This is an optimization exercise on Yosys and OpenROAD, whose aim is small area, not a production implementation.
In this exercise RTL edits were held to simulation tests only and were not proved equivalent to the original.
Power figures rest on the tool's default switching activity, not on a simulated workload.

== old ==
==> flow/design.v <==
module term_project_top(
    input        CLK,
    input  [7:0] btn_sw,
    output [7:0] seg_COM,
    output [7:0] seg_DATA,
    output [7:0] led
);
    wire rst = btn_sw[3];
    reg  [2:0] bd;           
    reg  [7:0] value;        
    reg  [3:0] cnt;          
    reg  [4:0] idx;          
    reg  [4:0] rc;           
    reg  [7:0] P;            
    reg  [7:0] S0, S1, S2, S3, S4, S5, S6, S7;
    wire zr  = btn_sw[0] & ~bd[0];
    wire orr = btn_sw[1] & ~bd[1];
    wire nr  = btn_sw[2] & ~bd[2];
    wire done = idx[4];                 
    wire off  = done & idx[0];          
    wire acc9 = cnt[3] & cnt[0];        
    wire full = cnt[3] & ~cnt[0];       
    wire shift = (zr | orr) & ~full;
    wire bitv  = ~zr;
    wire [7:0] value_n = off ? 8'd0 : shift ? {value[6:0], bitv} : value;
    wire cap  = acc9 & ~done;           
    wire bph  = idx[3];                 
    wire first = (idx[3:0] == 4'd8);    
    wire [7:0] hsum;
    wire [7:0] mul = bph ? S7 : 8'd1;
    rca8 u_h(.a({P[6:0], 1'b0}), .b({8{bitv}} & mul), .s(hsum), .co());
    wire [7:0] P_h = shift ? hsum : P;
    wire ge10;
    wire step = off & ge10;
    wire [7:0] addend  = done ? 8'hF6 : P_h;
    wire [7:0] acc_sum;
    rca8 u_a(.a((bph && !first) || done ? S0 : 8'd0), .b(addend), .s(acc_sum), .co(ge10));
    wire       t9 = P[3] & P[0];
    wire [3:0] tinc;
    inc #(4) u_t(.a(P[3:0]), .ci(1'b1), .s(tinc));
    wire [3:0] t1 = t9 ? 4'd0 : tinc;
    wire [1:0] h1;
    inc #(2) u_hh(.a(P[5:4]), .ci(t9), .s(h1));
    wire [4:0] rc_n, idx_n;
    wire [3:0] cnt_i;
    inc #(5) u_rc(.a(rc), .ci(1'b1), .s(rc_n));
    inc #(5) u_ix(.a(idx), .ci(1'b1), .s(idx_n));
    inc #(4) u_cn(.a(cnt & {~acc9, 2'b11, ~acc9}), .ci(shift), .s(cnt_i));
    always @(posedge CLK or posedge rst) begin
        if (rst) begin
            bd    <= 3'd0;
            value <= 8'd0;
            cnt   <= 4'd0;
            idx   <= 5'd0;
            rc    <= 5'd31;
        end else begin
            bd    <= btn_sw[2:0];
            value <= value_n;
            rc    <= rc_n;
            if (nr && full)
                cnt <= 4'd9;
            else
                cnt <= cnt_i;
            if (cap || (done && !idx[0]))
                idx <= idx_n;
        end
    end
    always @(posedge CLK) begin
        if (cap || step) begin
            S0 <= acc_sum;
        end
        if (cap) begin
            S1 <= S0; S2 <= S1; S3 <= S2;
            S4 <= S3; S5 <= S4; S6 <= S5; S7 <= S6;
        end
        if (done) begin
            if (!off)
                P <= 8'd0;
            else if (ge10)
                P <= {2'b00, h1, t1};
        end else if (cap && (bph || idx[2:0] == 3'd7))
            P <= {7'd0, S6[0] & value_n[0]};
        else
            P <= P_h;
    end
    wire       den = off & ~ge10;
    wire [1:0] s   = rc[3:2];
    wire       on  = den & ~rc[4] & ~(rc[3] & rc[2]);
    reg  [3:0] dig;
    always @(*) begin
        case (s)
            2'd0:    dig = S0[3:0];
            2'd1:    dig = P[3:0];
            default: dig = {2'b00, P[5:4]};
        endcase
    end
    reg [6:0] seg;
    always @(*) begin
        case (dig)
            4'd0: seg = 7'b1111110;
            4'd1: seg = 7'b0110000;
            4'd2: seg = 7'b1101101;
            4'd3: seg = 7'b1111001;
            4'd4: seg = 7'b0110011;
            4'd5: seg = 7'b1011011;
            4'd6: seg = 7'b1011111;
            4'd7: seg = 7'b1110000;
            4'd8: seg = 7'b1111111;
            default: seg = 7'b1111011;
        endcase
    end
    assign seg_DATA = {seg & {7{on}}, 1'b0};
    assign seg_COM  = {5'b11111, ~(on & (s == 2'd2)), ~(on & (s == 2'd1)),
                       ~(on & (s == 2'd0))};
    assign led = value;
endmodule
module rca8(
    input  [7:0] a,
    input  [7:0] b,
    output [7:0] s,
    output       co
);
    wire [8:0] c;
    assign co = c[8];
    assign c[0] = 1'b0;
    genvar i;
    generate
        for (i = 0; i < 8; i = i + 1) begin : g
            assign s[i]   = a[i] ^ b[i] ^ c[i];
            assign c[i+1] = (a[i] & b[i]) | (a[i] & c[i]) | (b[i] & c[i]);
        end
    endgenerate
endmodule
module inc #(parameter W = 4) (
    input  [W-1:0] a,
    input          ci,
    output [W-1:0] s
);
    wire [W:0] c;
    assign c[0] = ci;
    genvar i;
    generate
        for (i = 0; i < W; i = i + 1) begin : g
            assign s[i]   = a[i] ^ c[i];
            assign c[i+1] = a[i] & c[i];
        end
    endgenerate
endmodule
==> flow/config.mk <==
export PLATFORM = sky130hd
export DESIGN_NAME = term_project_top
export DESIGN_NICKNAME = term_project_top
export VERILOG_FILES = /design/flow/design.v
export SDC_FILE = /design/flow/constraint.sdc
export NUM_CORES = 4
export LEC_CHECK = 0
export CAP_MARGIN = 20
export CORE_MARGIN = 2
export CORE_UTILIZATION = 40
export CTS_BUF_LIST = sky130_fd_sc_hd__clkbuf_8
export SLEW_MARGIN = 20
==> flow/constraint.sdc <==
create_clock -name core_clock -period 12.0 [get_ports {CLK}]
set_input_delay 2.4000 -clock core_clock [delete_from_list [all_inputs] [get_ports {CLK}]]
set_output_delay 2.4000 -clock core_clock [all_outputs]
set_load 0.01 [all_outputs]
standard.sh (not shown) runs the stock make flow with config.mk's settings and CLKGATE_MAP_FILE= SYNTH_SCRIPT=/design/flow/synth_recipe.tcl, a recipe that flattens the netlist after the stock synthesis.
==> flow/flow/run.sh <==
#!/bin/bash
# Layout flow: the standard ORFS flow (standard.sh), with three changes
# that only affect cell area:
#  - Yosys's abc maps the logic with an area-oriented script (flow/abc_area.script)
#    instead of ORFS's delay-oriented one; flip-flops are mapped by dfflibmap before
#    abc exactly as in the standard synthesis, so the registers are unchanged;
#  - the port buffers are sky130_fd_sc_hd__buf_1 (every port still gets one);
#  - clock tree synthesis inserts no dummy loads.
# Each tool's output goes to the ORFS logs under orfs/logs; make's own output
# goes to flow_make.log here.
set -euo pipefail
W=$PWD
F=$W/flow
{
  cat <<TCL
proc abc {args} {
  set i [lsearch \$args -script]
  if {\$i >= 0} { lset args [expr {\$i + 1}] $F/abc_area.script }
  yosys abc {*}\$args
}
TCL
  cat "$W/synth_recipe.tcl"
} > "$W/area_synth.tcl"
bash "$W/standard.sh" \
  SYNTH_SCRIPT="$W/area_synth.tcl" \
  BUFFER_PORTS_ARGS="-buffer_cell sky130_fd_sc_hd__buf_1" \
  CTS_ARGS="-sink_clustering_enable -repair_clock_nets -dont_use_dummy_load -buf_list sky130_fd_sc_hd__clkbuf_8" \
  finish > "$W/flow_make.log" 2>&1
==> flow/flow/abc_area.script <==
strash
dch -f
amap
topo
#### Input delta (new over old)
--- a/flow/design.v
+++ b/flow/design.v
@@ -24,20 +24,19 @@
     wire bitv  = ~zr;
     wire [7:0] value_n = off ? 8'd0 : shift ? {value[6:0], bitv} : value;
     wire cap  = acc9 & ~done;           
     wire bph  = idx[3];                 
     wire first = (idx[3:0] == 4'd8);    
     wire [7:0] hsum;
-    wire [7:0] mul = bph ? S7 : 8'd1;
-    rca8 u_h(.a({P[6:0], 1'b0}), .b({8{bitv}} & mul), .s(hsum), .co());
+    rca8 u_h(.a({P[6:0], 1'b0}), .b({8{bitv}} & S7), .s(hsum));
     wire [7:0] P_h = shift ? hsum : P;
-    wire ge10;
+    wire ge10 = (|S0[7:4]) | (S0[3] & (S0[2] | S0[1]));
     wire step = off & ge10;
     wire [7:0] addend  = done ? 8'hF6 : P_h;
     wire [7:0] acc_sum;
-    rca8 u_a(.a((bph && !first) || done ? S0 : 8'd0), .b(addend), .s(acc_sum), .co(ge10));
+    rca8 u_a(.a(first ? 8'd0 : S0), .b(addend), .s(acc_sum));
     wire       t9 = P[3] & P[0];
     wire [3:0] tinc;
     inc #(4) u_t(.a(P[3:0]), .ci(1'b1), .s(tinc));
     wire [3:0] t1 = t9 ? 4'd0 : tinc;
     wire [1:0] h1;
     inc #(2) u_hh(.a(P[5:4]), .ci(t9), .s(h1));
@@ -54,34 +53,36 @@
             idx   <= 5'd0;
             rc    <= 5'd31;
         end else begin
             bd    <= btn_sw[2:0];
             value <= value_n;
             rc    <= rc_n;
-            if (nr && full)
+            if (off)
+                cnt <= 4'd0;
+            else if (nr && full)
                 cnt <= 4'd9;
             else
                 cnt <= cnt_i;
             if (cap || (done && !idx[0]))
                 idx <= idx_n;
         end
     end
     always @(posedge CLK) begin
         if (cap || step) begin
-            S0 <= acc_sum;
+            S0 <= (bph || done) ? acc_sum : value_n;
         end
         if (cap) begin
             S1 <= S0; S2 <= S1; S3 <= S2;
             S4 <= S3; S5 <= S4; S6 <= S5; S7 <= S6;
         end
         if (done) begin
             if (!off)
                 P <= 8'd0;
             else if (ge10)
                 P <= {2'b00, h1, t1};
-        end else if (cap && (bph || idx[2:0] == 3'd7))
+        end else if (cap)
             P <= {7'd0, S6[0] & value_n[0]};
         else
             P <= P_h;
     end
     wire       den = off & ~ge10;
     wire [1:0] s   = rc[3:2];
@@ -114,17 +115,15 @@
                        ~(on & (s == 2'd0))};
     assign led = value;
 endmodule
 module rca8(
     input  [7:0] a,
     input  [7:0] b,
-    output [7:0] s,
-    output       co
+    output [7:0] s
 );
     wire [8:0] c;
-    assign co = c[8];
     assign c[0] = 1'b0;
     genvar i;
     generate
         for (i = 0; i < 8; i = i + 1) begin : g
             assign s[i]   = a[i] ^ b[i] ^ c[i];
             assign c[i+1] = (a[i] & b[i]) | (a[i] & c[i]) | (b[i] & c[i]);
--- outcome ---
Compared with old, new shows global-route met2 utilization lower by 0.32 points.
new vs old, data arrival time at the worst-slack endpoint went down by 1.25 ns.
On total internal power, old beats new.
Parity-gate share of the synthesized area counting xor and xnor cells (new over old): decrease, 0.21 points
new packs its core more tightly than old.
Of new and old, the lower routed length on met3 belongs to new.
On shortest clock period the worst path allows after layout, old loses to new.
Setup slack for new: 3.84 ns up relative to old
Routed wire length in new is 120 um above old.
new ends up with lower final worst-path cycle share than old does.
Between old and new, global-route usage increased.
new ends up with higher worst slew slack as a fraction of its limit than old does.
Diff new and old: fraction of layout cells with a size suffix above 1 lower in new

==> what the ideal ports hide <==
The results above use ideal ports. As a check the final layouts listed here were re-extracted and re-timed, cells and wires unchanged.
Step 1, drivers: a clkbuf_16 drives CLK and a buf_2 each remaining input, both assumed.
Step 2 times the ports against the registers' clock, not the clock port: input delays grow and output delays shrink by t, the midpoint of the rising clock arrivals with the driver on.
a / b / c = ideal ports / drivers / drivers and shift; a / b = the first two.
run	t, ns	slack for setup (ns)	pins driven straight from the clock port
old	0.372	1.354 / 1.321 / 1.321	1
new	0.370	5.197 / 5.202 / 4.831	1
After both steps every run listed still meets setup and hold. For new, which loses most, drivers alone change the setup slack by +0.005 ns; drivers and shift together by -0.366 ns.
